Source: an optimization exercise on an open RTL-to-GDS flow (aim: small area). Production flows keep margins and buffers that such runs may drop. The RTL was checked by simulation tests, not by an equivalence proof against the original design. Power figures rest on the tool's default switching activity, not on a simulated workload. The flow treats the clock pin as an ideal source, which a real chip does not have.

## config.mk

```make
export PLATFORM = sky130hd
export DESIGN_NAME = conv2d_3x3_fifo_full
export DESIGN_NICKNAME = conv2d_3x3_fifo_full
export VERILOG_FILES = /design/flow/design.v
export SDC_FILE = /design/flow/constraint.sdc
export NUM_CORES = 4
export LEC_CHECK = 0
export CAP_MARGIN = 20
export CORE_MARGIN = 2
export CORE_UTILIZATION = 40
export SLEW_MARGIN = 20
```

## constraint.sdc

```tcl
create_clock -name core_clock -period 10.0 [get_ports {clk}]
set_input_delay 2.0000 -clock core_clock [delete_from_list [all_inputs] [get_ports {clk}]]
set_output_delay 2.0000 -clock core_clock [all_outputs]
set_load 0.01 [all_outputs]
```

## design.v

```verilog
`timescale 1ns/1ps
module fifo #(parameter DATA_WIDTH=8, parameter DEPTH=128)(
    input clk,
    input rst_n,
    input wr_en,
    input rd_en,
    input [DATA_WIDTH-1:0] din,
    output reg [DATA_WIDTH-1:0] dout,
    output full,
    output empty
);
    reg [DATA_WIDTH-1:0] mem [0:DEPTH-1];
    reg [$clog2(DEPTH)-1:0] wr_ptr;
    reg [$clog2(DEPTH)-1:0] rd_ptr;
    reg [$clog2(DEPTH+1)-1:0] count;
    wire do_rd = rd_en && !empty;
    wire do_wr = wr_en && (!full || do_rd);
    assign full = (count == DEPTH);
    assign empty = (count == 0);
    always @(posedge clk or negedge rst_n) begin
        if (!rst_n) begin
            wr_ptr <= 0; rd_ptr <= 0; count <= 0; dout <= 0;
        end else begin
            if (do_wr) begin
                wr_ptr <= (wr_ptr == DEPTH-1) ? 0 : wr_ptr + 1;
            end
            if (do_rd) begin
                dout <= mem[rd_ptr];
                rd_ptr <= (rd_ptr == DEPTH-1) ? 0 : rd_ptr + 1;
            end
            if (do_wr && !do_rd)
                count <= count + 1;
            else if (do_rd && !do_wr)
                count <= count - 1;
        end
    end
    always @(posedge clk) begin
        if (do_wr)
            mem[wr_ptr] <= din;
    end
endmodule
module conv2d_3x3_fifo_full #(
    parameter IMG_W = 128,
    parameter PIXEL_BITS = 8,
    parameter K00=1, K01=0, K02=-1,
    parameter K10=2, K11=0, K12=-2,
    parameter K20=1, K21=0, K22=-1
)(
    input clk,
    input rst_n,
    input [PIXEL_BITS-1:0] pixel_in,
    input pixel_valid,
    output reg [PIXEL_BITS-1:0] out_pixel,
    output reg out_valid
);
    wire [PIXEL_BITS-1:0] fifo_out1, fifo_out2;
    wire full1, full2;
    fifo #(PIXEL_BITS, IMG_W-1) linebuf1 (
        .clk(clk), .rst_n(rst_n),
        .wr_en(pixel_valid), .rd_en(pixel_valid && full1),
        .din(pixel_in), .dout(fifo_out1),
        .full(full1), .empty()
    );
    fifo #(PIXEL_BITS, IMG_W-1) linebuf2 (
        .clk(clk), .rst_n(rst_n),
        .wr_en(pixel_valid), .rd_en(pixel_valid && full2),
        .din(fifo_out1), .dout(fifo_out2),
        .full(full2), .empty()
    );
    reg [PIXEL_BITS-1:0] w00, w01, w02;
    reg [PIXEL_BITS-1:0] w10, w11, w12;
    reg [PIXEL_BITS-1:0] w20, w21, w22;
    always @(posedge clk or negedge rst_n) begin
        if (!rst_n) begin
            w00<=0; w01<=0; w02<=0;
            w10<=0; w11<=0; w12<=0;
            w20<=0; w21<=0; w22<=0;
            out_pixel<=0; out_valid<=0;
        end else if (pixel_valid) begin
            w00<=w01; w01<=w02; w02<=fifo_out2;
            w10<=w11; w11<=w12; w12<=fifo_out1;
            w20<=w21; w21<=w22; w22<=pixel_in;
            out_pixel <= (w00*K00 + w01*K01 + w02*K02
                        + w10*K10 + w11*K11 + w12*K12
                        + w20*K20 + w21*K21 + w22*K22) >>> 4;
            out_valid <= 1;
        end else begin
            out_valid <= 0;
        end
    end
endmodule
```

## run.sh

```bash
#!/bin/bash
# synth_recipe.tcl (not shown) runs the flow's synth.tcl, then flattens the netlist and writes it again
# the make line also repeats each setting of config.mk as NAME=value (left out here)
make -C /OpenROAD-flow-scripts/flow DESIGN_CONFIG=/design/flow/config.mk WORK_HOME=/design/flow/orfs CLKGATE_MAP_FILE= SYNTH_SCRIPT=/design/flow/synth_recipe.tcl finish
```

==> results of run 1 <==
[layout make-up]
cell class / instances / area, um^2
Antenna cell: 3 / 7.51
Clock buffer: 287 / 5820
Clock inverter: 113 / 1040
Fill cell: 18800 / 121000
Inverter: 157 / 589
Multi-Input combinational cell: 1995 / 22200
Sequential cell: 2171 / 64500
Tap cell: 2958 / 3700
Timing Repair Buffer: 94 / 796
[state kept, by name, summed over array words and instances (netlist names)]
| name | flops |
|---|---|
| w10 | 8 |
| linebuf1.rd_ptr | 7 |
| linebuf2.count | 7 |
| linebuf1.count | 7 |
| w01 | 8 |
| out_valid | 1 |
| w12 | 8 |
| linebuf1.mem | 1016 |
| out_pixel | 8 |
| linebuf2.dout | 8 |
| w20 | 8 |
| w22 | 8 |
| linebuf1.wr_ptr | 7 |
| w00 | 8 |
| linebuf1.dout | 8 |
| linebuf2.wr_ptr | 7 |
| linebuf2.mem | 1016 |
| linebuf2.rd_ptr | 7 |
| w21 | 8 |
| w02 | 8 |
| w11 | 8 |
[per-layer routing]
layer,track usage [%],routed length (um),vias up
met4,6.72,7150,4
met3,3.93,15100,365
li1,-,-,18500
met2,29.1,99000,1565
met1,26.3,90000,23200
met5,0.324,109,-
[layout by cell type, fill, tap and decap left out, types with 92 or more instances in the layout]
master	instances
edfxtp_1	2032
mux4_2	445
nor2_1	320
clkbuf_16	219
inv_1	153
nand2_1	147
mux2i_1	124
dfrtp_1	123
fa_1	103
o21ai_0	95
mux2_2	92
[cells in the mapped netlist, types with 27 or more instances]
cell,count
a22oi_1,54
dfrtp_1,139
a221oi_1,27
buf_4,27
nor2b_1,39
mux4_2,445
o21ai_0,95
xnor2_1,32
buf_2,65
nor2_1,323
mux2_2,92
ha_1,77
clkbuf_1,96
a21oi_1,75
edfxtp_1,2032
a211oi_1,43
mux2i_1,124
inv_1,153
nand3_1,33
nand2_1,147
fa_1,103
[per-stage QoR]
step	power, W	hold WS, ps	cells
finish	0.0354	459	7778
global placement	0.0277	460	7374
detailed placement	0.0281	464	7374
CTS	0.0359	472	7774
global route	0.0378	494	7776
floorplan	0.0250	442	4556
[report_power, final]
part / switching, W / total, W / internal [W] / leakage [nW]
Sequential: 0.000460 / 0.0111 / 0.0107 / 20.2
Combinational: 0.00855 / 0.0164 / 0.00787 / 8.56
Clock: 0.00350 / 0.00782 / 0.00432 / 3.30
[how the worst min path moves through the flow]
stage,from,endpoint
2_1_floorplan,linebuf1.count[6]$_DFFE_PN0P_,linebuf1.count[6]$_DFFE_PN0P_
3_3_place_gp,linebuf1.count[6]$_DFFE_PN0P_,linebuf1.count[6]$_DFFE_PN0P_
3_5_place_dp,linebuf1.count[6]$_DFFE_PN0P_,linebuf1.count[6]$_DFFE_PN0P_
4_1_cts,w11[1]$_DFFE_PN0P_,w10[1]$_DFFE_PN0P_
5_1_grt,linebuf1.count[6]$_DFFE_PN0P_,linebuf1.count[6]$_DFFE_PN0P_
6_report,w11[1]$_DFFE_PN0P_,w10[1]$_DFFE_PN0P_
[cell families after synthesis]
logic type / Yosys count / share of synthesized area [%]
muxes: 685 / 14.6
and+or+nand+nor: 631 / 3.08
xor gates and xnor gates: 46 / 0.455
adders and majority gates: 180 / 3.42
AOI/OAI and AO/OA: 453 / 3.47
buffers and inverters: 390 / 2.16
DFF: 2171 / 72.8
[worst register-to-register path, stage by stage (launching register included)]
cell and delay (ps):
dfrtp_1 440, fa_1 460, fa_1 620, inv_1 140, fa_1 490, inv_1 50
fa_1 450, ha_1 330, xnor2_1 150, fa_1 480, inv_1 50, fa_1 520
fa_1 440, fa_1 510, fa_1 540, inv_1 50, fa_1 470, inv_1 50
fa_1 470, inv_1 40, ha_1 320, and4_1 170, a2111oi_0 770, o21bai_1 150
xor2_1 170, mux2_2 260
==> flow_summary.ini, run 1 <==
[grt]
antenna_found_initial = 4
grt_pass1_wl_um = 310000
grt_overflow = 0
first_global_vias = 44500
grt_usage_pct = 18.8
grt_max_degree = 111

[drt]
vias_per_cell = 5.60
drc = 0
dr.pass1.iters = 5
routedWlPerCell_um = 27.2
wl_um = 211000
drt_first_iter_violations = 4544
num_vias = 43600
ant_nets = 0

[sta]
timing.final.ws_setup_ps = 1300
period_share_pct = 87.0
setup_viol = 0
hold_viol = 0
worst_pin_slew_ps = 1110
drv_slew = 0
finClkSkew_ps = 71.1
tns_ps = 0
fmax_mhz = 115
grt_setup_unrepaired = false
fin_crit_ps = 8700
slew_headroom_pct = 26.1

[die]
rows = 172
die_h_um = 475
dieArea_um2 = 225000
core-area_um2 = 220000
floorplan.initialDensity_pct = 40.3
io_pins = 20
die_x_um = 475

[setup_path]
critical_path.max_fanout = 5
required_ps = 10730
cpLargestDelayFamily = adder cells
crit_path_end_kind = register
crit_start = w12[2]$_DFFE_PN0P_
path_buf_inv = 6
r2r_start = w12[2]$_DFFE_PN0P_
critPathMaxStageDelay_ps = 770
worstPathArrival_ps = 9420
cp_common_cell = fa_1
rr_worst_depth = 25
start_kind = register
critPathKind = register to register
r2r-end = out_pixel[6]$_DFFE_PN0P_
crit_end = out_pixel[6]$_DFFE_PN0P_
rrSetupSlack_ps = 1300
critPathSlowestCell = a2111oi_0
crit_cells = 25

[clocking]
htree_levels = 4
cts-resized-gates = 0
cts_buffer_depth = 3
cts_tree = yes
clockRootBuffer = clkbuf_16
path_clk_slew_ps = 60
clock_sinks = 2171
holdBufCountCts = 0
cts_buffers = 219
worstSkewPairLatency_ps = 890
cts_setup_buffers = 0

[cells_and_area]
fin_nets = 4829
synthToLayoutAreaGrowth_pct = 11.5
fin_util_pct = 44.9
postLayoutCellArea_um2 = 98700
layout-drive-gt1-share_pct = 19.8

[outcome]
status = finished clean

[placed_design]
gp_congestion = 0.802
placed_cell_area_um2 = 91800
portBuffers = 19
post-place-ws_ps = 1210
hpwlAfterDp_um = 128000

[min_path]
hp-class = register to register
hold_path_depth = 2

[run]
cap_viol_max_count = 0

[synthesis]
ys_types = 68
synth-edff-count = 2032
synth_area_leader_cell = edfxtp_1
synth-seq-cells = 2171
synth_area_um2 = 88600
synthTopCellsByArea = edfxtp_1 69%, mux4_2 11%, dfrtp_1 3.9%
syn_nets = 4747
synth_ff_type = edfxtp_1
synth_top_area_share_pct = 68.9
syn-instance-count = 4556
yosys_warnings = 2
async_flop_share_pct = 6.40
synth_seq_area_share_pct = 72.8
synth.avg_cell_area_um2 = 19.4

[power_and_ir_drop]
max-vdd-ir-drop_v = 0.00153
p_per_area_nw_per_um2 = 358
leakagePower_nw = 32.1
==> run 2: changes to the inputs <==
==> design.v (replaced) <==
`timescale 1ns/1ps
module conv2d_3x3_fifo_full #(
    parameter IMG_W = 128,
    parameter PIXEL_BITS = 8
)(
    input clk,
    input rst_n,
    input [PIXEL_BITS-1:0] pixel_in,
    input pixel_valid,
    output reg [PIXEL_BITS-1:0] out_pixel,
    output reg out_valid
);
    localparam N = 2*IMG_W + 3;
    reg [PIXEL_BITS-1:0] sr [1:N];
    integer k;
    always @(posedge clk) begin
        if (pixel_valid) begin
            sr[1] <= pixel_in;
            for (k = 2; k <= N; k = k + 1)
                sr[k] <= sr[k-1];
        end
    end
    reg [$clog2(N+1)-1:0] cnt;
    always @(posedge clk or negedge rst_n) begin
        if (!rst_n)
            cnt <= 0;
        else if (pixel_valid && cnt != N)
            cnt <= cnt + 1'b1;
    end
    wire [PIXEL_BITS-1:0] t1 = (cnt >= 1)         ? sr[1]         : 0;
    wire [PIXEL_BITS-1:0] t3 = (cnt >= 3)         ? sr[3]         : 0;
    wire [PIXEL_BITS-1:0] m1 = (cnt >= IMG_W+1)   ? sr[IMG_W+1]   : 0;
    wire [PIXEL_BITS-1:0] m3 = (cnt >= IMG_W+3)   ? sr[IMG_W+3]   : 0;
    wire [PIXEL_BITS-1:0] b1 = (cnt >= 2*IMG_W+1) ? sr[2*IMG_W+1] : 0;
    wire [PIXEL_BITS-1:0] b3 = (cnt >= 2*IMG_W+3) ? sr[2*IMG_W+3] : 0;
    wire [11:0] s = {4'd0, b3} - {4'd0, b1}
                  + {3'd0, m3, 1'b0} - {3'd0, m1, 1'b0}
                  + {4'd0, t3} - {4'd0, t1};
    always @(posedge clk or negedge rst_n) begin
        if (!rst_n) begin
            out_pixel <= 0;
            out_valid <= 0;
        end else begin
            out_valid <= pixel_valid;
            if (pixel_valid)
                out_pixel <= s[11:4];
        end
    end
endmodule
==> flow_summary.ini, run 2 <==
[clocking]
cts_tree = yes
worstSkewPairLatency_ps = 800
cts_setup_buffers = 0
cts_buffer_depth = 3
clock_sinks = 2090
path_clk_slew_ps = 70
htree_levels = 4
cts-resized-gates = 0
holdBufCountCts = 0
cts_buffers = 191
clockRootBuffer = clkbuf_16

[power_and_ir_drop]
p_per_area_nw_per_um2 = 241
max-vdd-ir-drop_v = 0.000179
leakagePower_nw = 24.5

[grt]
grt_usage_pct = 9.59
first_global_vias = 21800
grt_pass1_wl_um = 125000
antenna_found_initial = 0
grt_overflow = 0
grt_max_degree = 217

[die]
die_x_um = 406
floorplan.initialDensity_pct = 40.3
dieArea_um2 = 165000
core-area_um2 = 161000
die_h_um = 406
io_pins = 20
rows = 147

[drt]
ant_nets = 0
dr.pass1.iters = 4
num_vias = 21800
routedWlPerCell_um = 16.3
drt_first_iter_violations = 2224
wl_um = 79400
vias_per_cell = 4.46
drc = 0

[run]
cap_viol_max_count = 0

[sta]
finClkSkew_ps = 29.9
hold_viol = 0
setup_viol = 0
tns_ps = 0
worst_pin_slew_ps = 1140
drv_slew = 0
period_share_pct = 51.5
grt_setup_unrepaired = false
fmax_mhz = 194
fin_crit_ps = 5150
slew_headroom_pct = 23.8

[cells_and_area]
n_antenna_cell = 0
regArea_um2 = 62700
final_common_cell = edfxtp_1
largest_register_ffs = 2072
regMostFlops = sr
layout_common_cells = 2,072 x edfxtp_1, 195 x clkbuf_16, 52 x clkbuf_1
largestRegisters = sr: 2072 flops, cnt: 9 flops, out_pixel: 8 flops
synthToLayoutAreaGrowth_pct = 13.8
layout-drive-gt1-share_pct = 10.3
fin_nets = 2635
fin_util_pct = 45.8
multi_input_area_um2 = 1830
nFillCells = 12900

[synthesis]
syn_nets = 2405
synth_top_cells_by_count = 2,072 x edfxtp_1, 39 x inv_1, 35 x nand2_1
synth-edff-count = 2072
synth_ff_type = edfxtp_1
yosys_warnings = 2
synth_seq_area_share_pct = 96.9
synth_area_leader_cell = edfxtp_1
synth_area_um2 = 64700
async_flop_share_pct = 0.861
syn-instance-count = 2345
synthTopCellsByArea = edfxtp_1 96%, fa_1 0.71%, dfrtp_1 0.70%
synth.most_common_cell = edfxtp_1
synth.avg_cell_area_um2 = 27.6
ys_types = 44
synth-seq-cells = 2090
synth_top_area_share_pct = 96.2

[outcome]
status = finished clean

[min_path]
hold_path_depth = 0
hp-class = register to register

[setup_path]
r2r_start = cnt[7]$_DFFE_PN0P_
start_kind = register
worstPathArrival_ps = 5870
crit_end = out_pixel[7]$_DFFE_PN0P_
crit_start = cnt[7]$_DFFE_PN0P_
critPathKind = register to register
r2r-end = out_pixel[7]$_DFFE_PN0P_
crit_chain = nor3_2 -> a41oi_1 -> and2_1 -> ha_1 -> nor2b_1 -> o31a_1 -> o311ai_2 -> nand2b_1 -> a21oi_1 -> fa_1 -> ha_1 -> ha_1 -> o21a_1 -> nor2_1 -> or4_4 -> o211ai_2
rr_worst_depth = 16
critPathMaxStageDelay_ps = 530
cp_common_cell = ha_1
crit_path_end_kind = register
critPathSlowestCell = or4_4
critical_path.max_fanout = 8
rrSetupSlack_ps = 4850
required_ps = 10720

[placed_design]
hpwlAfterDp_um = 34200
gp_congestion = 0.769
portBuffers = 19
## run 2: changes by cell type after synthesis, moves of 112 or more
cell,previous run,this run
nor2_1,323,16
inv_1,153,39
mux4_2,445,0
nand2_1,147,35
mux2i_1,124,0
dfrtp_1,139,18
## run 2: logic make-up after synthesis
logic type | share of synthesized area (%)
buffers and inverters | 0.238
DFF | 96.9
and+or+nand+nor | 0.904
adders and majority gates | 1.22
AOI/OAI and AO/OA | 0.401
xor gates and xnor gates | 0.217
muxes | 0.0929
## run 2: stage by stage
| step | cell area, um^2 | power [W] | std cells | hold slack [ps] | setup slack, ps |
|---|---|---|---|---|---|
| 6_report | 73600 | 0.0177 | 4885 | 387 | 4850 |
| 5_1_grt | 73600 | 0.0185 | 4885 | 405 | 4430 |
| 4_1_cts | 73500 | 0.0180 | 4884 | 384 | 4870 |
| 3_5_place_dp | 67800 | 0.0112 | 4541 | 405 | 4890 |
| 3_3_place_gp | 67800 | 0.0112 | 4541 | 400 | 5030 |
| 2_1_floorplan | 64700 | 0.0108 | 2345 | 400 | 5530 |
## run 2: how the worst min path moves through the flow
stage,startpoint,end,slack [ps]
floorplan,sr[99][0]$_DFFE_PP_,sr[100][0]$_DFFE_PP_,400
global placement,sr[7][1]$_DFFE_PP_,sr[8][1]$_DFFE_PP_,400
detailed placement,sr[102][2]$_DFFE_PP_,sr[103][2]$_DFFE_PP_,400
CTS,sr[28][1]$_DFFE_PP_,sr[29][1]$_DFFE_PP_,380
global route,sr[85][6]$_DFFE_PP_,sr[86][6]$_DFFE_PP_,400
finish,sr[28][1]$_DFFE_PP_,sr[29][1]$_DFFE_PP_,390
## run 2: power by group
group	switching, W	internal [W]	total, W
combinational	0.000395	0.000235	0.000629
clock	0.00299	0.00369	0.00669
sequential	0.000180	0.0102	0.0104
total	0.00357	0.0141	0.0177
## run 2: final cells by class
| cell class | count | area share, % |
|---|---|---|
| multi-input combinational | 214 | 2.49 |
| clock buffer | 247 | 6.90 |
| tap | 2160 | 3.67 |
| clock inverter | 96 | 0.917 |
| inverter | 39 | 0.199 |
| timing repair buffer | 39 | 0.638 |
| sequential | 2090 | 85.2 |
## run 2: metal layers
layer	up-vias	part of all wire, %	track usage (%)
met4	0	3.6	5.09
met5	-	0	0
met2	352	40	12.1
met3	181	3.9	2.26
li1	9877	-	-
met1	11400	52	15.2
## run 2: worst max-delay path, delay by kind of cell (launching register included)
kind                       cells  cell delay [ps]
DFF                            1              450
adders and majority gates      4             1440
and+or+nand+nor                6             1550
AOI/OAI and AO/OA              6             1650
==> run 3: changes to the inputs <==
==> design.v (replaced) <==
`timescale 1ns/1ps
module conv2d_3x3_fifo_full #(
    parameter IMG_W = 128,
    parameter PIXEL_BITS = 8
)(
    input clk,
    input rst_n,
    input [PIXEL_BITS-1:0] pixel_in,
    input pixel_valid,
    output reg [PIXEL_BITS-1:0] out_pixel,
    output reg out_valid
);
    localparam N = 2*IMG_W;
    reg [PIXEL_BITS-1:0] sr [1:N];
    integer k;
    always @(posedge clk) begin
        if (pixel_valid) begin
            sr[1] <= pixel_in;
            for (k = 2; k <= N; k = k + 1)
                sr[k] <= sr[k-1];
        end
    end
    reg [$clog2(N+1)-1:0] cnt;
    always @(posedge clk or negedge rst_n) begin
        if (!rst_n)
            cnt <= 0;
        else if (pixel_valid && cnt != N)
            cnt <= cnt + 1'b1;
    end
    wire [PIXEL_BITS-1:0] mid = (cnt >= IMG_W) ? sr[IMG_W] : 0;
    wire [PIXEL_BITS-1:0] bot = (cnt >= N)     ? sr[N]     : 0;
    wire [PIXEL_BITS+1:0] v0 = pixel_in + {mid, 1'b0} + bot;
    reg  [PIXEL_BITS+1:0] v1, v2;
    wire [PIXEL_BITS+3:0] s = {2'b00, v2} - {2'b00, v0};
    reg  [PIXEL_BITS-1:0] nxt;
    always @(posedge clk or negedge rst_n) begin
        if (!rst_n) begin
            v1 <= 0; v2 <= 0; nxt <= 0;
            out_pixel <= 0;
            out_valid <= 0;
        end else begin
            out_valid <= pixel_valid;
            if (pixel_valid) begin
                v1 <= v0;
                v2 <= v1;
                nxt <= s[PIXEL_BITS+3:4];
                out_pixel <= nxt;
            end
        end
    end
endmodule
--- a/config.mk
+++ b/config.mk
@@ -9,3 +9,6 @@
 export CORE_MARGIN = 2
-export CORE_UTILIZATION = 40
+export CORE_UTILIZATION = 60
+export CTS_BUF_LIST = sky130_fd_sc_hd__clkbuf_8
+export CTS_CLUSTER_DIAMETER = 60
+export CTS_CLUSTER_SIZE = 22
 export SLEW_MARGIN = 20
==> flow_summary.ini, run 3 <==
[sta]
period_share_pct = 53.3
grt_setup_unrepaired = false
drv_slew = 0
finClkSkew_ps = 23.6
tns_ps = 0
setup_viol = 0
fmax_mhz = 188
fin_crit_ps = 5330
whs_ps = 399
slew_headroom_pct = 29.0
hold_viol = 0
worst_pin_slew_ps = 1060

[synthesis]
syn-instance-count = 2278
yosys_warnings = 2
synth-edff-count = 2048
synth_seq_area_share_pct = 97.7
synth_area_um2 = 64100
synth-seq-cells = 2092
synth_top_area_share_pct = 96.0
async_flop_share_pct = 2.10
ys_types = 43
synth.most_common_cell = edfxtp_1
syn_nets = 2315
synthTopCellsByArea = edfxtp_1 96%, dfrtp_1 1.7%, mux2_2 0.42%
synth_ff_type = edfxtp_1
synth.avg_cell_area_um2 = 28.1
synth_area_leader_cell = edfxtp_1
synth_top_cells_by_count = 2,048 x edfxtp_1, 44 x dfrtp_1, 24 x mux2_2

[die]
rows = 119
dieArea_um2 = 109000
io_pins = 20
floorplan.initialDensity_pct = 60.7
core-area_um2 = 106000
die_h_um = 331
die_x_um = 331

[placed_design]
gp_congestion = 0.740
hpwlAfterDp_um = 30400
portBuffers = 19

[min_path]
hp-class = register to register
hold_path_depth = 0

[cells_and_area]
nFillCells = 6613
layout-drive-gt1-share_pct = 10.4
synthToLayoutAreaGrowth_pct = 8.00
layout_common_cells = 2,048 x edfxtp_1, 146 x clkbuf_8, 44 x dfrtp_1
final_common_cell = edfxtp_1
largestRegisters = sr: 2048 flops, v1: 10 flops, v2: 10 flops
largest_register_ffs = 2048
fin_nets = 2481
regMostFlops = sr

[setup_path]
rrSetupSlack_ps = 5250
r2r-end = nxt[4]$_DFFE_PN0P_
r2r_start = cnt[8]$_DFFE_PN0P_
crit_cells = 15
worstPathArrival_ps = 6050
rr_worst_depth = 16
critPathKind = primary input to register
start_kind = primary input
cpLargestDelayFamily = adder cells
crit_end = nxt[4]$_DFFE_PN0P_
crit_start = pixel_in[1]
critical_path.max_fanout = 3
path_buf_inv = 2
critPathSlowestCell = fa_1
critPathMaxStageDelay_ps = 570
crit_path_end_kind = register
required_ps = 10730
crit_chain = clkdlybuf4s50_1 -> fa_1 -> ha_1 -> inv_1 -> fa_1 -> nor2b_1 -> o21ai_0 -> a21o_1 -> ha_1 -> and3_2 -> a221o_1 -> maj3_2 -> a21o_1 -> xor2_1 -> mux2_4

[clocking]
cts_setup_buffers = 0
cts_buffer_depth = 3
holdBufCountCts = 0
cts_buffers = 139
clockRootBuffer = clkbuf_8
cts-resized-gates = 0
cts_tree = yes
path_clk_slew_ps = 120
clock_sinks = 2092
htree_levels = 4
worstSkewPairLatency_ps = 830

[drt]
vias_per_cell = 5.25
drt_first_iter_violations = 2158
routedWlPerCell_um = 18.3
ant_nets = 0
dr.pass1.iters = 5
wl_um = 72300
drc = 0
num_vias = 20700

[grt]
grt_pass1_wl_um = 112000
antenna_found_initial = 3
grt_overflow = 0
first_global_vias = 19900
grt_usage_pct = 13.2
grt_max_degree = 227

[run]
cap_viol_max_count = 0

[power_and_ir_drop]
leakagePower_nw = 23.0
p_per_area_nw_per_um2 = 219
max-vdd-ir-drop_v = 0.000173

[outcome]
status = finished clean
[run 3: changes by cell type after synthesis, moves of 15 or more]
cell,change
dfrtp_1,+26
fa_1,-15
nand2_1,-20
mux2_2,+20
inv_1,-27
edfxtp_1,-24
[run 3: routing by layer]
layer | vias to the layer above | track usage [%] | wire length, um
met2 | 245 | 15.8 | 27900
met3 | 139 | 2.77 | 2340
met4 | 0 | 5.10 | 1900
li1 | 9471 | - | -
met5 | - | 0 | 0
met1 | 10800 | 23.3 | 40100
[run 3: logic make-up (layout without fill, tap and decap cells)]
| logic type | after synthesis | count (layout) | synth area share [%] |
|---|---|---|---|
| buffers and inverters | 19 | 286 | 0.117 |
| DFF | 2092 | 2092 | 97.7 |
| muxes | 26 | 26 | 0.461 |
| adders and majority gates | 27 | 27 | 0.619 |
| xor gates and xnor gates | 17 | 17 | 0.232 |
| other | 0 | 4 | 0 |
| and+or+nand+nor | 57 | 57 | 0.469 |
| AOI/OAI and AO/OA | 40 | 40 | 0.426 |
[run 3: metrics by stage]
stage / utilization, % / worst slack (ps) / area, um^2 / instances / power, W
2_1_floorplan: - / 4570 / 64100 / 2278 / 0.0107
3_3_place_gp: 62.7 / 3870 / 66200 / 3693 / 0.0110
3_5_place_dp: 62.7 / 3820 / 66200 / 3693 / 0.0110
4_1_cts: 65.5 / 4770 / 69200 / 3935 / 0.0154
5_1_grt: 65.6 / 4610 / 69200 / 3937 / 0.0158
6_report: 65.6 / 4670 / 69200 / 3940 / 0.0151
[run 3: worst min path at each step]
stage,from,slack [ps],endpoint
floorplan,sr[99][0]$_DFFE_PP_,400,sr[100][0]$_DFFE_PP_
global placement,sr[130][3]$_DFFE_PP_,400,sr[131][3]$_DFFE_PP_
detailed placement,sr[102][1]$_DFFE_PP_,400,sr[103][1]$_DFFE_PP_
CTS,sr[130][5]$_DFFE_PP_,400,sr[131][5]$_DFFE_PP_
global route,sr[130][5]$_DFFE_PP_,400,sr[131][5]$_DFFE_PP_
finish,sr[130][5]$_DFFE_PP_,400,sr[131][5]$_DFFE_PP_
[run 3: layout make-up]
class / instances / area, um^2 / share of cell area [%]
antenna: 4 / 10.0 / 0.0145
clock buffer: 146 / 2010 / 2.90
clock inverter: 96 / 948 / 1.37
inverter: 12 / 45.0 / 0.0651
multi-input combinational: 167 / 1410 / 2.04
sequential: 2092 / 62600 / 90.4
tap: 1391 / 1740 / 2.51
timing repair buffer: 32 / 448 / 0.647
[run 3: power by group]
group          switching, W  internal [W]
clock               0.00257       0.00177
sequential         0.000190        0.0102
combinational      0.000251      0.000141
==> run 4: changes to the inputs <==
--- a/config.mk
+++ b/config.mk
@@ -10,5 +10,5 @@
 export CORE_UTILIZATION = 60
-export CTS_BUF_LIST = sky130_fd_sc_hd__clkbuf_8
-export CTS_CLUSTER_DIAMETER = 60
-export CTS_CLUSTER_SIZE = 22
+export CTS_BUF_LIST = sky130_fd_sc_hd__clkbuf_16
+export CTS_CLUSTER_DIAMETER = 70
+export CTS_CLUSTER_SIZE = 34
 export SLEW_MARGIN = 20
==> flow_summary.ini, run 4 <==
[outcome]
status = finished clean

[placed_design]
hpwlAfterDp_um = 30400
gp_congestion = 0.740
portBuffers = 19

[drt]
num_vias = 20400
vias_per_cell = 5.28
drc = 0
ant_nets = 0
routedWlPerCell_um = 18.3
dr.pass1.iters = 4
wl_um = 70600
drt_first_iter_violations = 2223

[synthesis]
synth_area_leader_cell = edfxtp_1
synthMuxAreaShare_pct = 0.461
syn_nets = 2315
synth_compound_gate_area_share_pct = 0.426
synth_top_family_by_area = adder cells
synth-edff-count = 2048
ys_types = 43
syn-instance-count = 2278
synth_top_cells_by_count = 2,048 x edfxtp_1, 44 x dfrtp_1, 24 x mux2_2
async_flop_share_pct = 2.10
synth_top_area_share_pct = 96.0
synthTopCellsByArea = edfxtp_1 96%, dfrtp_1 1.7%, mux2_2 0.42%
synth-simple-area-share_pct = 0.469
synth.most_common_cell = edfxtp_1
synthAdderAreaFrac_pct = 0.619
yosys_warnings = 2
synth-seq-cells = 2092
synth_xor_area_share_pct = 0.232
synth_ff_type = edfxtp_1
synth_area_um2 = 64100
synth.avg_cell_area_um2 = 28.1
synth_seq_area_share_pct = 97.7

[die]
rows = 119
die_x_um = 331
dieArea_um2 = 109000
core-area_um2 = 106000
io_pins = 20
die_h_um = 331
floorplan.initialDensity_pct = 60.7

[sta]
fmax_mhz = 183
fin_crit_ps = 5460
whs_ps = 405
period_share_pct = 54.6
setup_viol = 0
grt_setup_unrepaired = false
hold_viol = 0
tns_ps = 0
worst_pin_slew_ps = 1180
finClkSkew_ps = 22.6
slew_headroom_pct = 21.6
drv_slew = 0

[run]
cap_viol_max_count = 0

[power_and_ir_drop]
p_int_w = 0.0123
total_power_w = 0.0155
power.switching_w = 0.00316
max-vdd-ir-drop_v = 0.000147
clockPowerShare_pct = 30.4
p_comb_share_pct = 2.5
power_frac_seq_pct = 67.1
leakagePower_nw = 23.0
swShare_pct = 20.4
p_per_area_nw_per_um2 = 223

[clocking]
cts-resized-gates = 0
worstSkewPairLatency_ps = 690
cts_tree = yes
cts_buffers = 91
holdBufCountCts = 0
htree_levels = 3
cts_setup_buffers = 0
cts_buffer_depth = 3
clockRootBuffer = clkbuf_16
clock_sinks = 2092
path_clk_slew_ps = 110

[grt]
antenna_found_initial = 2
grt_pass1_wl_um = 110000
grt_overflow = 0
grt_max_degree = 227
grt_usage_pct = 12.8
first_global_vias = 19300

[cells_and_area]
fin_nets = 2433
regMostFlops = sr
multi_input_area_um2 = 1410
largestRegisters = sr: 2048 flops, v1: 10 flops, v2: 10 flops
final_common_cell = edfxtp_1
synthToLayoutAreaGrowth_pct = 8.54
layout-drive-gt1-share_pct = 8.34
n_antenna_cell = 0
regArea_um2 = 62600
largest_register_ffs = 2048
fin_util_pct = 65.9
layout_common_cells = 2,048 x edfxtp_1, 93 x clkbuf_16, 44 x dfrtp_1
nFillCells = 6526

[setup_path]
critPathMaxStageDelay_ps = 570
required_ps = 10590
worstPathArrival_ps = 6050
rr_worst_depth = 16
critPathSlowestCell = fa_1
crit_chain = clkdlybuf4s50_1 -> fa_1 -> ha_1 -> inv_1 -> fa_1 -> nor2b_1 -> o21ai_0 -> a21o_1 -> ha_1 -> and3_2 -> a221o_1 -> maj3_2 -> a21o_1 -> xor2_1 -> mux2_4
critPathKind = primary input to register
start_kind = primary input
crit_path_end_kind = register
critical_path.max_fanout = 3

[min_path]
hp-class = register to register
hold_path_depth = 0
## run 4: changes by cell type in the layout (fill, tap and decap cells not counted), sizes merged
cell and change:
clkbuf -53, clkinv -15, bufinv -9, inv +8, clkinvlp -7, diode -4
## run 4: final timing paths
| check | from | end | slack, ps |
|---|---|---|---|
| worst max-delay path | pixel_in[1] | nxt[4]$_DFFE_PN0P_ | 4540 |
| worst min-delay path | sr[81][5]$_DFFE_PP_ | sr[82][5]$_DFFE_PP_ | 400 |
| worst max register to register | cnt[8]$_DFFE_PN0P_ | nxt[4]$_DFFE_PN0P_ | 5220 |
| worst min register to register | sr[81][5]$_DFFE_PP_ | sr[82][5]$_DFFE_PP_ | 400 |
| max in group asynchronous | rst_n | v2[2]$_DFFE_PN0P_ | 8300 |
| min in group asynchronous | rst_n | v2[0]$_DFFE_PN0P_ | 1300 |
## run 4: cells by family after synthesis
group                      count (synthesis)
adders and majority gates                 27
xor gates and xnor gates                  17
muxes                                     26
AOI/OAI and AO/OA                         40
and+or+nand+nor                           57
DFF                                     2092
buffers and inverters                     19
## run 4: layout make-up
cell class	instances	area share, %
clock buffers	93	3.35
flip-flops and latches	2092	90.0
well taps	1391	2.50
multi-input cells	167	2.03
inverters	12	0.0648
repair buffers	32	0.644
clock inverters	73	1.42
## run 4: per-layer routing
| metal | global-route usage (%) | share of wire, % |
|---|---|---|
| met5 | 0 | 0 |
| met4 | 3.63 | 2.3 |
| met3 | 2.58 | 3.1 |
| met2 | 15.7 | 39 |
| met1 | 23.1 | 56 |
## run 4: power by group through the flow
stage	combinational (W)	sequential, W	clock [W]
2_1_floorplan	0.000161	0.0105	0
4_1_cts	0.000399	0.0104	0.00493
3_5_place_dp	0.000400	0.0106	0
5_1_grt	0.000438	0.0105	0.00524
3_3_place_gp	0.000380	0.0106	0
6_report	0.000392	0.0104	0.00471
## run 4: stage by stage
stage / std cells / setup slack [ps] / cell area, um^2
floorplan: 2278 / 4570 / 64100
global placement: 3693 / 3870 / 66200
detailed placement: 3693 / 3820 / 66200
CTS: 3859 / 4590 / 69500
global route: 3860 / 4430 / 69600
finish: 3860 / 4540 / 69600
## run 4: critical path, delay by kind of cell
family / cells / cell delay [ps]
adder cells (fa/ha/maj): 5 / 1860
AO/OA/AOI/OAI: 4 / 850
buffers and inverters: 2 / 550
AND/OR/NAND/NOR: 2 / 390
multiplexers: 1 / 250
XOR/XNOR: 1 / 140
==> run 5: changes to the inputs <==
--- a/config.mk
+++ b/config.mk
@@ -9,6 +9,6 @@
 export CORE_MARGIN = 2
-export CORE_UTILIZATION = 60
+export CORE_UTILIZATION = 70
 export CTS_BUF_LIST = sky130_fd_sc_hd__clkbuf_16
-export CTS_CLUSTER_DIAMETER = 70
-export CTS_CLUSTER_SIZE = 34
+export CTS_CLUSTER_DIAMETER = 60
+export CTS_CLUSTER_SIZE = 30
 export SLEW_MARGIN = 20
==> flow_summary.ini, run 5 <==
[drt]
dr.pass1.iters = 5
drt_first_iter_violations = 2115
routedWlPerCell_um = 19.3
vias_per_cell = 5.59
drc = 0
ant_nets = 0
wl_um = 71200
num_vias = 20600

[sta]
setup_viol = 0
fmax_mhz = 182
fin_crit_ps = 5500
worst_pin_slew_ps = 1060
grt_setup_unrepaired = false
period_share_pct = 55.0
tns_ps = 0
finClkSkew_ps = 33.6
drv_slew = 0
hold_viol = 0
slew_headroom_pct = 29.7

[die]
core-area_um2 = 90400
io_pins = 20
dieArea_um2 = 94000
die_x_um = 307
floorplan.initialDensity_pct = 70.9
die_h_um = 307
rows = 110

[placed_design]
portBuffers = 19
hpwlAfterDp_um = 31000
gp_congestion = 0.750

[synthesis]
synth_seq_area_share_pct = 97.7
syn-instance-count = 2278
synth_top_area_share_pct = 96.0
synthTopCellsByArea = edfxtp_1 96%, dfrtp_1 1.7%, mux2_2 0.42%
synth-seq-cells = 2092
synth-edff-count = 2048
synth_ff_type = edfxtp_1
yosys_warnings = 2
ys_types = 43
synth_area_um2 = 64100
syn_nets = 2315
async_flop_share_pct = 2.10
synth_top_cells_by_count = 2,048 x edfxtp_1, 44 x dfrtp_1, 24 x mux2_2
synth.avg_cell_area_um2 = 28.1
synth_area_leader_cell = edfxtp_1
synth.most_common_cell = edfxtp_1

[grt]
first_global_vias = 19600
grt_max_degree = 201
grt_use_met2_pct = 19.9
grt_usage_pct = 15.2
grt_pass1_wl_um = 111000
grt_overflow = 0
antenna_found_initial = 1
grt_use_met3_pct = 2.69
grtUsageMet1_pct = 26.8
top_usage_layer = met1

[setup_path]
required_ps = 10590
critical_path.max_fanout = 3
worstPathArrival_ps = 6100
critPathKind = primary input to register
r2r_start = cnt[8]$_DFFE_PN0P_
rrSetupSlack_ps = 5280
crit_start = pixel_in[1]
crit_path_end_kind = register
start_kind = primary input

[cells_and_area]
layout_common_cells = 2,048 x edfxtp_1, 117 x clkbuf_16, 44 x dfrtp_1
n_antenna_cell = 0
nFillCells = 4399
synthToLayoutAreaGrowth_pct = 9.44
fin_nets = 2457
layout-drive-gt1-share_pct = 10.1
largestRegisters = sr: 2048 flops, v1: 10 flops, v2: 10 flops
largest_register_ffs = 2048
regMostFlops = sr
final_common_cell = edfxtp_1

[clocking]
cts-resized-gates = 0
clock_sinks = 2092
htree_levels = 3
holdBufCountCts = 0
cts_setup_buffers = 0
cts_buffer_depth = 3
worstSkewPairLatency_ps = 720
path_clk_slew_ps = 90
cts_buffers = 112
cts_tree = yes
clockRootBuffer = clkbuf_16

[power_and_ir_drop]
p_per_area_nw_per_um2 = 230
clockPowerShare_pct = 33.1
p_comb_share_pct = 2.4
p_int_w = 0.0128
swShare_pct = 21.1
power_frac_seq_pct = 64.4
leakagePower_nw = 23.5
power.switching_w = 0.00340
total_power_w = 0.0162
max-vdd-ir-drop_v = 0.000180

[min_path]
hp-start = sr[54][6]$_DFFE_PP_
hp-class = register to register

[outcome]
status = finished clean

[run]
cap_viol_max_count = 0
## run 5: cell counts after synthesis
No cell type changed its count.
## run 5: area by class of cell
class	count	area (um^2)	area share, %
timing repair buffer	35	429	0.612
tap	1176	1470	2.10
clock buffer	117	2930	4.17
sequential	2092	62600	89.3
clock inverter	92	1250	1.78
multi-input combinational	167	1410	2.02
inverter	12	45.0	0.0642
## run 5: power groups by stage
stage               clock network, W  registers (W)  logic, W
floorplan                          0         0.0105  0.000161
global placement                   0         0.0106  0.000379
detailed placement                 0         0.0106  0.000404
CTS                          0.00555         0.0104  0.000402
global route                 0.00582         0.0105  0.000441
finish                       0.00535         0.0104  0.000396
## run 5: worst max-delay path, stage by stage
cell             delay [ps]
clkdlybuf4s50_1         480
fa_1                    570
ha_1                    210
inv_1                    70
fa_1                    410
nor2b_1                 170
o21ai_0                 110
a21o_1                  180
ha_1                    330
and3_2                  220
a221o_1                 370
maj3_2                  360
a21o_1                  190
xor2_1                  150
mux2_4                  260
## run 5: layer usage
metal	share of wire [%]	vias up
met5	0	-
met4	2.5	0
met3	3.5	124
met2	42	293
met1	52	10800
li1	-	9452
## run 5: final timing paths
| path | end | depth (start not counted) |
|---|---|---|
| max | nxt[4]$_DFFE_PN0P_ | 15 |
| min | sr[55][6]$_DFFE_PP_ | 0 |
| max reg2reg | nxt[4]$_DFFE_PN0P_ | 16 |
| min reg2reg | sr[55][6]$_DFFE_PP_ | 0 |
| max in group asynchronous | v2[2]$_DFFE_PN0P_ | 1 |
| min in group asynchronous | v2[1]$_DFFE_PN0P_ | 1 |
## run 5: cells by family (layout without fill, tap and decap cells)
group | after synthesis | in the layout | synth area share (%)
flops | 2092 | 2092 | 97.7
simple gates | 57 | 57 | 0.469
compound gates | 40 | 40 | 0.426
fa+ha+maj | 27 | 27 | 0.619
mux | 26 | 26 | 0.461
buf+inv | 19 | 256 | 0.117
xor+xnor | 17 | 17 | 0.232
## run 5: stage by stage
stage	instances	hold WS [ps]	cell area, um^2	util (%)	setup slack [ps]
detailed placement	3482	405	66000	72.9	3790
floorplan	2278	400	64100	-	4570
global route	3691	405	70100	77.6	4410
CTS	3691	401	70100	77.6	4560
finish	3691	403	70100	77.6	4500
global placement	3482	401	66000	72.9	3860
==> run 6: changes to the inputs <==
==> flow/run.sh (new file) <==
#!/bin/bash
# The standard layout, with clock tree synthesis told to add no dummy loads
# and to cluster the flip-flops into larger groups per leaf buffer.
set -euo pipefail
export CTS_ARGS="-sink_clustering_enable -repair_clock_nets -dont_use_dummy_load -sink_clustering_size 28 -sink_clustering_max_diameter 100 -buf_list sky130_fd_sc_hd__clkbuf_16"
bash standard.sh > standard.log 2>&1
==> standard.sh (new file) <==
#!/bin/bash
# synth_recipe.tcl (not shown) runs the flow's synth.tcl, then flattens the netlist and writes it again
# the make line also repeats each setting of config.mk as NAME=value (left out here)
make -C /OpenROAD-flow-scripts/flow DESIGN_CONFIG=/design/flow/config.mk WORK_HOME=/design/flow/orfs CLKGATE_MAP_FILE= SYNTH_SCRIPT=/design/flow/synth_recipe.tcl "${@:-finish}"
--- a/config.mk
+++ b/config.mk
@@ -9,6 +9,3 @@
 export CORE_MARGIN = 2
-export CORE_UTILIZATION = 70
-export CTS_BUF_LIST = sky130_fd_sc_hd__clkbuf_16
-export CTS_CLUSTER_DIAMETER = 60
-export CTS_CLUSTER_SIZE = 30
+export CORE_UTILIZATION = 60
 export SLEW_MARGIN = 20
removed: run.sh
==> flow_summary.ini, run 6 <==
[setup_path]
critPathKind = primary input to register
worstPathArrival_ps = 6060
start_kind = primary input
critPathSlowestCell = fa_1
critPathMaxStageDelay_ps = 570
cpLargestDelayFamily = adder cells
crit_path_end_kind = register
critical_path.max_fanout = 3
crit_chain = clkdlybuf4s50_1 -> fa_1 -> ha_1 -> inv_1 -> fa_1 -> nor2b_1 -> o21ai_0 -> a21o_1 -> ha_1 -> and3_2 -> a221o_1 -> maj3_2 -> a21o_1 -> xor2_1 -> mux2_4
path_buf_inv = 2
required_ps = 10540

[die]
io_pins = 20
dieArea_um2 = 109000
die_x_um = 331
die_h_um = 331
core-area_um2 = 106000
rows = 119
floorplan.initialDensity_pct = 60.7

[min_path]
hp-class = register to register

[clocking]
cts_buffer_depth = 3
cts-resized-gates = 0
cts_tree = yes
clockRootBuffer = clkbuf_16
worstSkewPairLatency_ps = 670
cts_buffers = 84
cts_setup_buffers = 0
htree_levels = 3
holdBufCountCts = 0
path_clk_slew_ps = 100
clock_sinks = 2092

[synthesis]
async_flop_share_pct = 2.10
synth_ff_type = edfxtp_1
ys_types = 43
synth_area_leader_cell = edfxtp_1
synth_seq_area_share_pct = 97.7
synth_top_area_share_pct = 96.0
synth.avg_cell_area_um2 = 28.1
synth_area_um2 = 64100
synth-edff-count = 2048
syn-instance-count = 2278
synth.most_common_cell = edfxtp_1
yosys_warnings = 2
synth-seq-cells = 2092
synth_top_cells_by_count = 2,048 x edfxtp_1, 44 x dfrtp_1, 24 x mux2_2
syn_nets = 2315
synthTopCellsByArea = edfxtp_1 96%, dfrtp_1 1.7%, mux2_2 0.42%

[sta]
tns_ps = 0
setup_viol = 0
fmax_mhz = 181
hold_viol = 0
finClkSkew_ps = 28.8
drv_slew = 0
fin_crit_ps = 5520
grt_setup_unrepaired = false
worst_pin_slew_ps = 1070
slew_headroom_pct = 28.8
period_share_pct = 55.2

[drt]
wl_met3_um = 2000
dr.max_layer_used = met4
drt_first_iter_violations = 2103
wl_met2_um = 27500
vias_per_cell = 5.39
ant_nets = 0
dr.pass1.iters = 5
num_vias = 20300
routedWlPerCell_um = 18.7
drc = 0
wl_um = 70600
drt-met1-wl_um = 39300

[placed_design]
place_inst = 3693
gp_congestion = 0.740
hpwlAfterDp_um = 30400
portBuffers = 19
placed_cell_area_um2 = 66200

[cells_and_area]
multi_input_area_um2 = 1410
n_antenna_cell = 0
synthToLayoutAreaGrowth_pct = 6.65
nFillCells = 6642
largestRegisters = sr: 2048 flops, v1: 10 flops, v2: 10 flops
layout-drive-gt1-share_pct = 5.49
regMostFlops = sr
largest_register_ffs = 2048
final_cells = 3778
postLayoutCellArea_um2 = 68300
fin_nets = 2426
regArea_um2 = 62600
layout_common_cells = 2,048 x edfxtp_1, 84 x clkbuf_16, 44 x dfrtp_1
final_common_cell = edfxtp_1

[power_and_ir_drop]
max-vdd-ir-drop_v = 0.000141
total_power_w = 0.0146
leakagePower_nw = 22.5
p_per_area_nw_per_um2 = 213

[grt]
grt_pass1_wl_um = 110000
grt_max_degree = 227
grt_overflow = 0
antenna_found_initial = 2
grt_usage_pct = 12.8
first_global_vias = 19200

[outcome]
status = finished clean

[run]
cap_viol_max_count = 0
==> run 6: cell counts after synthesis <==
No cell type changed its count.
==> run 6: worst register-to-register path, stage by stage (launching register included) <==
cell     delay [ps]
dfrtp_1         520
nor2_1          480
nor2b_1         130
fa_1            540
ha_1            200
inv_1            70
fa_1            400
nor2b_1         180
o21ai_0         110
a21o_1          180
ha_1            330
and3_2          220
a221o_1         370
maj3_2          360
a21o_1          200
xor2_1          140
mux2_4          250
==> run 6: layer usage <==
metal,vias up,global-route usage (%)
li1,9262,-
met1,10800,23.2
met2,213,15.7
met3,109,2.28
met4,0,3.92
met5,-,0
==> run 6: where the power goes <==
part	total [W]	leakage (nW)	switching [W]	internal (W)
registers	0.0104	20.6	0.000189	0.0102
clock network	0.00378	1.04	0.00226	0.00151
logic	0.000392	0.870	0.000251	0.000141
total	0.0146	22.5	0.00270	0.0119
==> run 6: cells by family (layout without fill, tap and decap cells) <==
family          count (synthesis)  in the layout  synth area share, %
simple gates                   57             57                0.469
flops                        2092           2092                 97.7
fa+ha+maj                      27             27                0.619
xor+xnor                       17             17                0.232
compound gates                 40             40                0.426
buf+inv                        19            128                0.117
mux                            26             26                0.461
==> run 6: area by class of cell <==
cell class	instances	share of cell area (%)
clock buffers	84	3.08
inverters	12	0.0659
multi-input cells	167	2.07
flip-flops and latches	2092	91.6
well taps	1391	2.55
repair buffers	32	0.655
==> run 6: per-stage QoR <==
stage	setup WS (ps)	util [%]	hold WS (ps)
floorplan	4570	-	400
finish	4480	64.7	401
detailed placement	3820	62.7	405
global route	4390	64.7	409
global placement	3870	62.7	400
CTS	4540	64.7	396
==> run 6: final timing paths <==
check | startpoint | end | slack [ps] | depth (start not counted)
max | pixel_in[1] | nxt[4]$_DFFE_PN0P_ | 4480 | 15
min | sr[102][0]$_DFFE_PP_ | sr[103][0]$_DFFE_PP_ | 400 | 0
max reg2reg | cnt[8]$_DFFE_PN0P_ | nxt[4]$_DFFE_PN0P_ | 5220 | 16
min reg2reg | sr[102][0]$_DFFE_PP_ | sr[103][0]$_DFFE_PP_ | 400 | 0
max in group asynchronous | rst_n | cnt[3]$_DFFE_PN0P_ | 8270 | 1
min in group asynchronous | rst_n | out_pixel[3]$_DFFE_PN0P_ | 1330 | 1
==> run 7: changes to the inputs <==
==> flow/run.sh (replaced) <==
#!/bin/bash
# The standard layout, with clock tree synthesis told to add no dummy loads
# and to cluster the flip-flops into larger groups per leaf buffer.
set -euo pipefail
export CTS_ARGS="-sink_clustering_enable -repair_clock_nets -dont_use_dummy_load -sink_clustering_size 36 -sink_clustering_max_diameter 100 -buf_list sky130_fd_sc_hd__clkbuf_16"
bash standard.sh > standard.log 2>&1
==> flow_summary.ini, run 7 <==
[outcome]
status = finished clean

[clocking]
worstSkewPairLatency_ps = 660
path_clk_slew_ps = 120
htree_levels = 3
cts_setup_buffers = 0
cts_buffer_depth = 3
cts_buffers = 68
clock_sinks = 2092
cts_tree = yes
clockRootBuffer = clkbuf_16
holdBufCountCts = 0
cts-resized-gates = 0

[cells_and_area]
synthToLayoutAreaGrowth_pct = 6.02
layout_common_cells = 2,048 x edfxtp_1, 68 x clkbuf_16, 44 x dfrtp_1
largestRegisters = sr: 2048 flops, v1: 10 flops, v2: 10 flops
fin_nets = 2410
final_cells = 3762
nFillCells = 6693
n_antenna_cell = 0
largest_register_ffs = 2048
regMostFlops = sr
layout-drive-gt1-share_pct = 4.85
fin_util_pct = 64.4
final_common_cell = edfxtp_1

[grt]
first_global_vias = 19000
grt_overflow = 0
grt_usage_pct = 12.6
grt_max_degree = 227
antenna_found_initial = 2
grt_pass1_wl_um = 109000

[synthesis]
synth.avg_cell_area_um2 = 28.1
syn-instance-count = 2278
synth-simple-area-share_pct = 0.469
synth_top_cells_by_count = 2,048 x edfxtp_1, 44 x dfrtp_1, 24 x mux2_2
synth_area_um2 = 64100
synth.most_common_cell = edfxtp_1
synth-seq-cells = 2092
synth_top_family_by_area = adder cells
synth_xor_area_share_pct = 0.232
synthTopCellsByArea = edfxtp_1 96%, dfrtp_1 1.7%, mux2_2 0.42%
synth_top_area_share_pct = 96.0
synth_ff_type = edfxtp_1
synth_area_leader_cell = edfxtp_1
async_flop_share_pct = 2.10
synthMuxAreaShare_pct = 0.461
synthAdderAreaFrac_pct = 0.619
synth-edff-count = 2048
yosys_warnings = 2
ys_types = 43
synth_seq_area_share_pct = 97.7
synth_compound_gate_area_share_pct = 0.426
syn_nets = 2315

[placed_design]
place_inst = 3693
post-place-ws_ps = 3820
hpwlAfterDp_um = 30400
portBuffers = 19
gp_congestion = 0.740

[sta]
worst_pin_slew_ps = 1110
tns_ps = 0
grt_setup_unrepaired = false
period_share_pct = 55.0
fin_crit_ps = 5500
slew_headroom_pct = 26.3
timing.final.ws_setup_ps = 4500
fmax_mhz = 182
hold_viol = 0
finClkSkew_ps = 41.5
drv_slew = 0
setup_viol = 0

[min_path]
hp-class = register to register

[setup_path]
critical_path.max_fanout = 3
start_kind = primary input
critPathKind = primary input to register
worstPathArrival_ps = 6050
required_ps = 10550
crit_path_end_kind = register

[drt]
dr.max_layer_used = met4
num_vias = 20100
dr.pass1.iters = 5
drc = 0
drt_first_iter_violations = 2201
ant_nets = 0
wl_um = 70000
routedWlPerCell_um = 18.6
vias_per_cell = 5.35
wl_met2_um = 27200
drt-met1-wl_um = 39100
wl_met3_um = 2000

[run]
cap_viol_max_count = 0

[power_and_ir_drop]
max-vdd-ir-drop_v = 0.000156
total_power_w = 0.0142
leakagePower_nw = 22.3
p_per_area_nw_per_um2 = 210

[die]
rows = 119
floorplan.initialDensity_pct = 60.7
dieArea_um2 = 109000
core-area_um2 = 106000
io_pins = 20
die_h_um = 331
die_x_um = 331
## run 7: final timing paths
kind,from,to,slack [ps],cells after the start
max,pixel_in[1],nxt[4]$_DFFE_PN0P_,4500,15
min,sr[45][0]$_DFFE_PP_,sr[46][0]$_DFFE_PP_,370,0
max reg2reg,cnt[8]$_DFFE_PN0P_,nxt[4]$_DFFE_PN0P_,5230,16
min reg2reg,sr[45][0]$_DFFE_PP_,sr[46][0]$_DFFE_PP_,370,0
max in group asynchronous,rst_n,v2[3]$_DFFE_PN0P_,8270,1
min in group asynchronous,rst_n,cnt[6]$_DFFE_PN0P_,1330,1
## run 7: cell families (layout without fill, tap and decap cells)
logic type,count (synthesis),after routing
buffers and inverters,19,112
muxes,26,26
adders and majority gates,27,27
xor gates and xnor gates,17,17
AOI/OAI and AO/OA,40,40
and+or+nand+nor,57,57
DFF,2092,2092
## run 7: metrics by stage
step / instance area (um^2) / hold slack, ps
finish: 67900 / 373
global route: 67900 / 382
CTS: 67900 / 373
detailed placement: 66200 / 405
global placement: 66200 / 400
floorplan: 64100 / 400
## run 7: report_power, final
part	internal, W	switching, W	leakage, nW	total [W]
Combinational	0.000141	0.000250	0.870	0.000391
Clock	0.00125	0.00220	0.838	0.00345
Sequential	0.0102	0.000189	20.6	0.0104
## run 7: layer usage
| layer | up-vias | global-route usage [%] |
|---|---|---|
| met1 | 10600 | 22.9 |
| met3 | 97 | 2.35 |
| met4 | 0 | 3.57 |
| li1 | 9221 | - |
| met2 | 171 | 15.6 |
| met5 | - | 0 |
## run 7: final cells by class
class                   instances  area [um^2]  area share (%)
clock buffers                  68         1700            2.50
inverters                      12         45.0          0.0663
multi-input cells             167         1410            2.08
flip-flops and latches       2092        62600            92.1
well taps                    1391         1740            2.56
repair buffers                 32          448           0.659
## run 7: critical path: stages
cell and delay, ps:
clkdlybuf4s50_1 480, fa_1 570, ha_1 200, inv_1 70, fa_1 400, nor2b_1 170, o21ai_0 100, a21o_1 180
ha_1 330, and3_2 220, a221o_1 370, maj3_2 360, a21o_1 200, xor2_1 140, mux2_4 250
==> run 8: changes to the inputs <==
--- a/design.v
+++ b/design.v
@@ -26,7 +26,7 @@
             cnt <= 0;
-        else if (pixel_valid && cnt != N)
+        else if (pixel_valid && !cnt[$clog2(N)])
             cnt <= cnt + 1'b1;
     end
-    wire [PIXEL_BITS-1:0] mid = (cnt >= IMG_W) ? sr[IMG_W] : 0;
-    wire [PIXEL_BITS-1:0] bot = (cnt >= N)     ? sr[N]     : 0;
+    wire [PIXEL_BITS-1:0] mid = (cnt[$clog2(N)] | cnt[$clog2(N)-1]) ? sr[IMG_W] : 0;
+    wire [PIXEL_BITS-1:0] bot = cnt[$clog2(N)] ? sr[N] : 0;
     wire [PIXEL_BITS+1:0] v0 = pixel_in + {mid, 1'b0} + bot;
--- a/flow/run.sh
+++ b/flow/run.sh
@@ -4,2 +4,3 @@
 set -euo pipefail
+export BUFFER_PORTS_ARGS="-buffer_cell sky130_fd_sc_hd__buf_1"
 export CTS_ARGS="-sink_clustering_enable -repair_clock_nets -dont_use_dummy_load -sink_clustering_size 36 -sink_clustering_max_diameter 100 -buf_list sky130_fd_sc_hd__clkbuf_16"
==> flow_summary.ini, run 8 <==
[sta]
hold_viol = 0
worst_pin_slew_ps = 1080
fmax_mhz = 194
grt_setup_unrepaired = false
slew_headroom_pct = 28.2
setup_viol = 0
finClkSkew_ps = 45.2
fin_crit_ps = 5170
tns_ps = 0
period_share_pct = 51.7
drv_slew = 0
whs_ps = 389

[clocking]
worstSkewPairLatency_ps = 670
cts-resized-gates = 0
cts_buffers = 68
clockRootBuffer = clkbuf_16
clock_sinks = 2092
cts_tree = yes
cts_setup_buffers = 0
path_clk_slew_ps = 120
holdBufCountCts = 0
cts_buffer_depth = 3
htree_levels = 3

[drt]
drt_first_iter_violations = 2205
vias_per_cell = 5.39
wl_um = 70200
routedWlPerCell_um = 18.7
ant_nets = 0
drc = 0
num_vias = 20300
dr.pass1.iters = 5

[grt]
grt_max_degree = 211
grt_overflow = 0
antenna_found_initial = 2
first_global_vias = 19000
grt_usage_pct = 12.7
grt_pass1_wl_um = 109000

[cells_and_area]
final_common_cell = edfxtp_1
regMostFlops = sr
nFillCells = 6640
fin_util_pct = 64.2
largest_register_ffs = 2048
largestRegisters = sr: 2048 flops, v1: 10 flops, v2: 10 flops
layout_common_cells = 2,048 x edfxtp_1, 68 x clkbuf_16, 44 x dfrtp_1
synthToLayoutAreaGrowth_pct = 5.85
postLayoutCellArea_um2 = 67800
regArea_um2 = 62600
layout-drive-gt1-share_pct = 4.94
multi_input_area_um2 = 1370
fin_nets = 2406

[synthesis]
synth.avg_cell_area_um2 = 28.2
syn_nets = 2306
synth_top_area_share_pct = 96.0
synth_seq_area_share_pct = 97.8
synth-seq-cells = 2092
synth_area_leader_cell = edfxtp_1
synth.most_common_cell = edfxtp_1
synth_area_um2 = 64000
yosys_warnings = 2
synth-edff-count = 2048
synth_ff_type = edfxtp_1
synthTopCellsByArea = edfxtp_1 96%, dfrtp_1 1.7%, mux2_2 0.42%
async_flop_share_pct = 2.10
ys_types = 44
synth_top_cells_by_count = 2,048 x edfxtp_1, 44 x dfrtp_1, 24 x mux2_2
syn-instance-count = 2270

[placed_design]
portBuffers = 19
placed_cell_area_um2 = 66100
hpwlAfterDp_um = 30800
gp_congestion = 0.744

[setup_path]
crit_chain = buf_1 -> inv_1 -> fa_1 -> inv_1 -> ha_1 -> inv_1 -> fa_1 -> nor2b_1 -> o21ai_0 -> a21o_1 -> ha_1 -> and3_2 -> a221o_1 -> maj3_2 -> a21o_1 -> xor2_1 -> mux2_4
r2r_start = cnt[8]$_DFFE_PN0P_
worstPathArrival_ps = 5710
r2r-end = nxt[4]$_DFFE_PN0P_
start_kind = primary input
critPathSlowestCell = fa_1
cp_common_cell = inv_1
required_ps = 10550
path_buf_inv = 4
crit_path_end_kind = register
critPathKind = primary input to register
critPathMaxStageDelay_ps = 460
rrSetupSlack_ps = 5410
cpLargestDelayFamily = adder cells
crit_cells = 17
rr_worst_depth = 15
critical_path.max_fanout = 3

[die]
die_h_um = 331
rows = 119
io_pins = 20
floorplan.initialDensity_pct = 60.7
core-area_um2 = 106000
dieArea_um2 = 109000
die_x_um = 331

[outcome]
status = finished clean

[min_path]
holdPathEnd = sr[130][3]$_DFFE_PP_
hp-start = sr[129][3]$_DFFE_PP_
hold_path_depth = 0
hp-class = register to register

[power_and_ir_drop]
p_comb_share_pct = 2.0
clockPowerShare_pct = 24.4
total_power_w = 0.0141
max-vdd-ir-drop_v = 0.000150
leakagePower_nw = 22.2
p_per_area_nw_per_um2 = 208
swShare_pct = 18.3
power.switching_w = 0.00258
power_frac_seq_pct = 73.6
p_int_w = 0.0115

[run]
cap_viol_max_count = 0
run 8: cell types whose count changed in the layout (fill, tap and decap cells not counted), moves of 2 or more:
cell,change
o21ai_0,+3
buf_16,-2
and3_1,+2
nand4_1,-2
buf_1,+17
buf_4,+4
o21ai_1,-2
nor2_1,-3
clkdlybuf4s50_1,-17
run 8: cells by family (layout without fill, tap and decap cells):
kind of cell | after synthesis | after routing | synth area share [%]
AOI/OAI and AO/OA | 43 | 43 | 0.453
xor gates and xnor gates | 16 | 16 | 0.219
adders and majority gates | 26 | 26 | 0.600
buffers and inverters | 17 | 115 | 0.106
DFF | 2092 | 2092 | 97.8
muxes | 26 | 26 | 0.461
other | 0 | 1 | 0
and+or+nand+nor | 50 | 50 | 0.406
run 8: how the worst max path moves through the flow:
stage	slack (ps)	end	startpoint
2_1_floorplan	4550	nxt[4]$_DFFE_PN0P_	pixel_in[1]
3_3_place_gp	4200	nxt[4]$_DFFE_PN0P_	pixel_in[1]
3_5_place_dp	4160	nxt[4]$_DFFE_PN0P_	pixel_in[1]
4_1_cts	4900	nxt[4]$_DFFE_PN0P_	pixel_in[1]
5_1_grt	4740	nxt[4]$_DFFE_PN0P_	pixel_in[1]
6_report	4830	nxt[4]$_DFFE_PN0P_	pixel_in[1]
run 8: through the flow:
stage | setup WS, ps | cells
finish | 4830 | 3760
global route | 4740 | 3759
CTS | 4900 | 3758
detailed placement | 4160 | 3690
global placement | 4200 | 3690
floorplan | 4550 | 2270
run 8: power by group through the flow:
stage / clock (W) / sequential, W / combinational (W)
after CTS: 0.00365 / 0.0104 / 0.000286
after floorplan: 0 / 0.0105 / 0.0000862
final: 0.00344 / 0.0104 / 0.000279
after global routing: 0.00390 / 0.0104 / 0.000314
after global placement: 0 / 0.0106 / 0.000272
after detailed placement: 0 / 0.0106 / 0.000289
run 8: area by class of cell:
| class | instances | share of cell area, % |
|---|---|---|
| flip-flops and latches | 2092 | 92.4 |
| well taps | 1391 | 2.57 |
| clock buffers | 68 | 2.51 |
| multi-input cells | 161 | 2.02 |
| repair buffers | 36 | 0.485 |
| inverters | 11 | 0.0609 |
| diodes | 1 | 0.00369 |
run 8: metal layers:
layer / up-vias / routed length [um] / global-route usage [%] / share of wire [%]
met3: 94 / 2080 / 2.23 / 3.0
met4: 0 / 1560 / 3.59 / 2.2
met1: 10800 / 38600 / 23.0 / 55
li1: 9208 / - / - / -
met5: - / 0 / 0 / 0
met2: 202 / 28000 / 15.8 / 40
==> run 9: changes to the inputs <==
--- a/config.mk
+++ b/config.mk
@@ -7,5 +7,5 @@
 export LEC_CHECK = 0
-export CAP_MARGIN = 20
+export CAP_MARGIN = 0
 export CORE_MARGIN = 2
 export CORE_UTILIZATION = 60
-export SLEW_MARGIN = 20
+export SLEW_MARGIN = 0
==> flow_summary.ini, run 9 <==
[synthesis]
syn_nets = 2306
synth-edff-count = 2048
syn-instance-count = 2270
synth_top_cells_by_count = 2,048 x edfxtp_1, 44 x dfrtp_1, 24 x mux2_2
async_flop_share_pct = 2.10
synth_area_um2 = 64000
ys_types = 44
synth_seq_area_share_pct = 97.8
yosys_warnings = 2
synth.most_common_cell = edfxtp_1
synth-seq-cells = 2092
synth_area_leader_cell = edfxtp_1
synth_ff_type = edfxtp_1
synth.avg_cell_area_um2 = 28.2
synthTopCellsByArea = edfxtp_1 96%, dfrtp_1 1.7%, mux2_2 0.42%
synth_top_area_share_pct = 96.0

[clocking]
cts_buffers = 68
cts_tree = yes
holdBufCountCts = 0
clock_sinks = 2092
cts_setup_buffers = 0
cts-resized-gates = 0
htree_levels = 3
cts_buffer_depth = 3
path_clk_slew_ps = 120
worstSkewPairLatency_ps = 670
clockRootBuffer = clkbuf_16

[run]
cap_viol_max_count = 0

[drt]
drc = 0
drt_first_iter_violations = 2257
dr.pass1.iters = 5
wl_um = 70300
num_vias = 20200
ant_nets = 0
routedWlPerCell_um = 18.7
vias_per_cell = 5.37

[sta]
tns_ps = 0
grt_setup_unrepaired = false
slew_headroom_pct = 27.2
fin_crit_ps = 5160
fmax_mhz = 194
setup_viol = 0
drv_slew = 0
worst_pin_slew_ps = 1090
finClkSkew_ps = 46.0
period_share_pct = 51.6
hold_viol = 0

[min_path]
holdPathEnd = sr[130][3]$_DFFE_PP_
hp-start = sr[129][3]$_DFFE_PP_
hold_path_depth = 0
hp-class = register to register

[grt]
grt_max_degree = 211
grt_pass1_wl_um = 109000
first_global_vias = 19000
antenna_found_initial = 2
grt_overflow = 0
grt_usage_pct = 12.7

[setup_path]
critPathKind = primary input to register
rr_worst_depth = 15
worstPathArrival_ps = 5710
start_kind = primary input
critical_path.max_fanout = 3
crit_path_end_kind = register
crit_start = pixel_in[1]
required_ps = 10550
r2r_start = cnt[8]$_DFFE_PN0P_
rrSetupSlack_ps = 5420
r2r-end = nxt[4]$_DFFE_PN0P_

[die]
floorplan.initialDensity_pct = 60.7
die_h_um = 331
die_x_um = 331
io_pins = 20
core-area_um2 = 106000
dieArea_um2 = 109000
rows = 119

[placed_design]
portBuffers = 19
hpwlAfterDp_um = 30800
gp_congestion = 0.744
place_inst = 3690

[power_and_ir_drop]
p_int_w = 0.0115
max-vdd-ir-drop_v = 0.000150
p_comb_share_pct = 2.0
total_power_w = 0.0141
power.switching_w = 0.00259
p_per_area_nw_per_um2 = 208
power_frac_seq_pct = 73.6
clockPowerShare_pct = 24.4
leakagePower_nw = 22.2
swShare_pct = 18.4

[cells_and_area]
fin_util_pct = 64.2
fin_nets = 2405
layout_common_cells = 2,048 x edfxtp_1, 68 x clkbuf_16, 44 x dfrtp_1
regMostFlops = sr
synthToLayoutAreaGrowth_pct = 5.82
largest_register_ffs = 2048
largestRegisters = sr: 2048 flops, v1: 10 flops, v2: 10 flops
final_cells = 3759
final_common_cell = edfxtp_1
layout-drive-gt1-share_pct = 4.90

[outcome]
status = finished clean
==> run 9: cell counts after synthesis <==
No cell type changed its count.
==> run 9: metrics by stage <==
stage / area [um^2] / setup WS [ps] / hold slack, ps
final: 67800 / 4840 / 386
after global routing: 67800 / 4740 / 404
after CTS: 67800 / 4900 / 389
after detailed placement: 66100 / 4160 / 405
after global placement: 66100 / 4200 / 400
after floorplan: 64000 / 4550 / 400
==> run 9: logic make-up (layout without fill, tap and decap cells) <==
kind of cell	after synthesis	count (layout)	synth area share [%]
adder cells (fa/ha/maj)	26	26	0.600
XOR/XNOR	16	16	0.219
multiplexers	26	26	0.461
AO/OA/AOI/OAI	43	43	0.453
buffers and inverters	17	114	0.106
AND/OR/NAND/NOR	50	50	0.406
other	0	1	0
flip-flops	2092	2092	97.8
==> run 9: power groups by stage <==
stage	registers [W]	logic, W	clock network, W
finish	0.0104	0.000278	0.00345
floorplan	0.0105	0.0000862	0
detailed placement	0.0106	0.000289	0
global route	0.0104	0.000313	0.00390
global placement	0.0106	0.000272	0
CTS	0.0104	0.000286	0.00365
==> run 9: critical path, stage by stage <==
cell	delay (ps)
buf_1	110
inv_1	70
fa_1	460
inv_1	70
ha_1	200
inv_1	70
fa_1	410
nor2b_1	170
o21ai_0	110
a21o_1	190
ha_1	330
and3_2	220
a221o_1	360
maj3_2	360
a21o_1	200
xor2_1	140
mux2_4	250
==> run 9: final cells by class <==
cell class	instances	area (um^2)
sequential	2092	62600
fill	6641	37800
tap	1391	1740
clock buffer	68	1700
multi-input combinational	161	1370
timing repair buffer	35	309
inverter	11	41.3
antenna	1	2.50
==> run 9: worst max-delay path by stage <==
stage,end,cells after the start
CTS,nxt[4]$_DFFE_PN0P_,17
finish,nxt[4]$_DFFE_PN0P_,17
detailed placement,nxt[4]$_DFFE_PN0P_,17
global placement,nxt[4]$_DFFE_PN0P_,17
global route,nxt[4]$_DFFE_PN0P_,17
floorplan,nxt[4]$_DFFE_PN0P_,16
==> run 9: routing by layer <==
layer	part of all wire, %	track usage [%]	up-vias
li1	-	-	9206
met1	56	23.0	10700
met4	2.2	3.59	0
met5	0	0	-
met2	40	15.8	182
met3	2.7	2.23	95

Setup slack of run 9, layout unchanged: 4.837 ns with ideal ports, 4.878 ns with driving cells assumed (clock clkbuf_16, inputs buf_2), 4.163 ns with port delays also shifted by the 0.714 ns mid clock arrival.
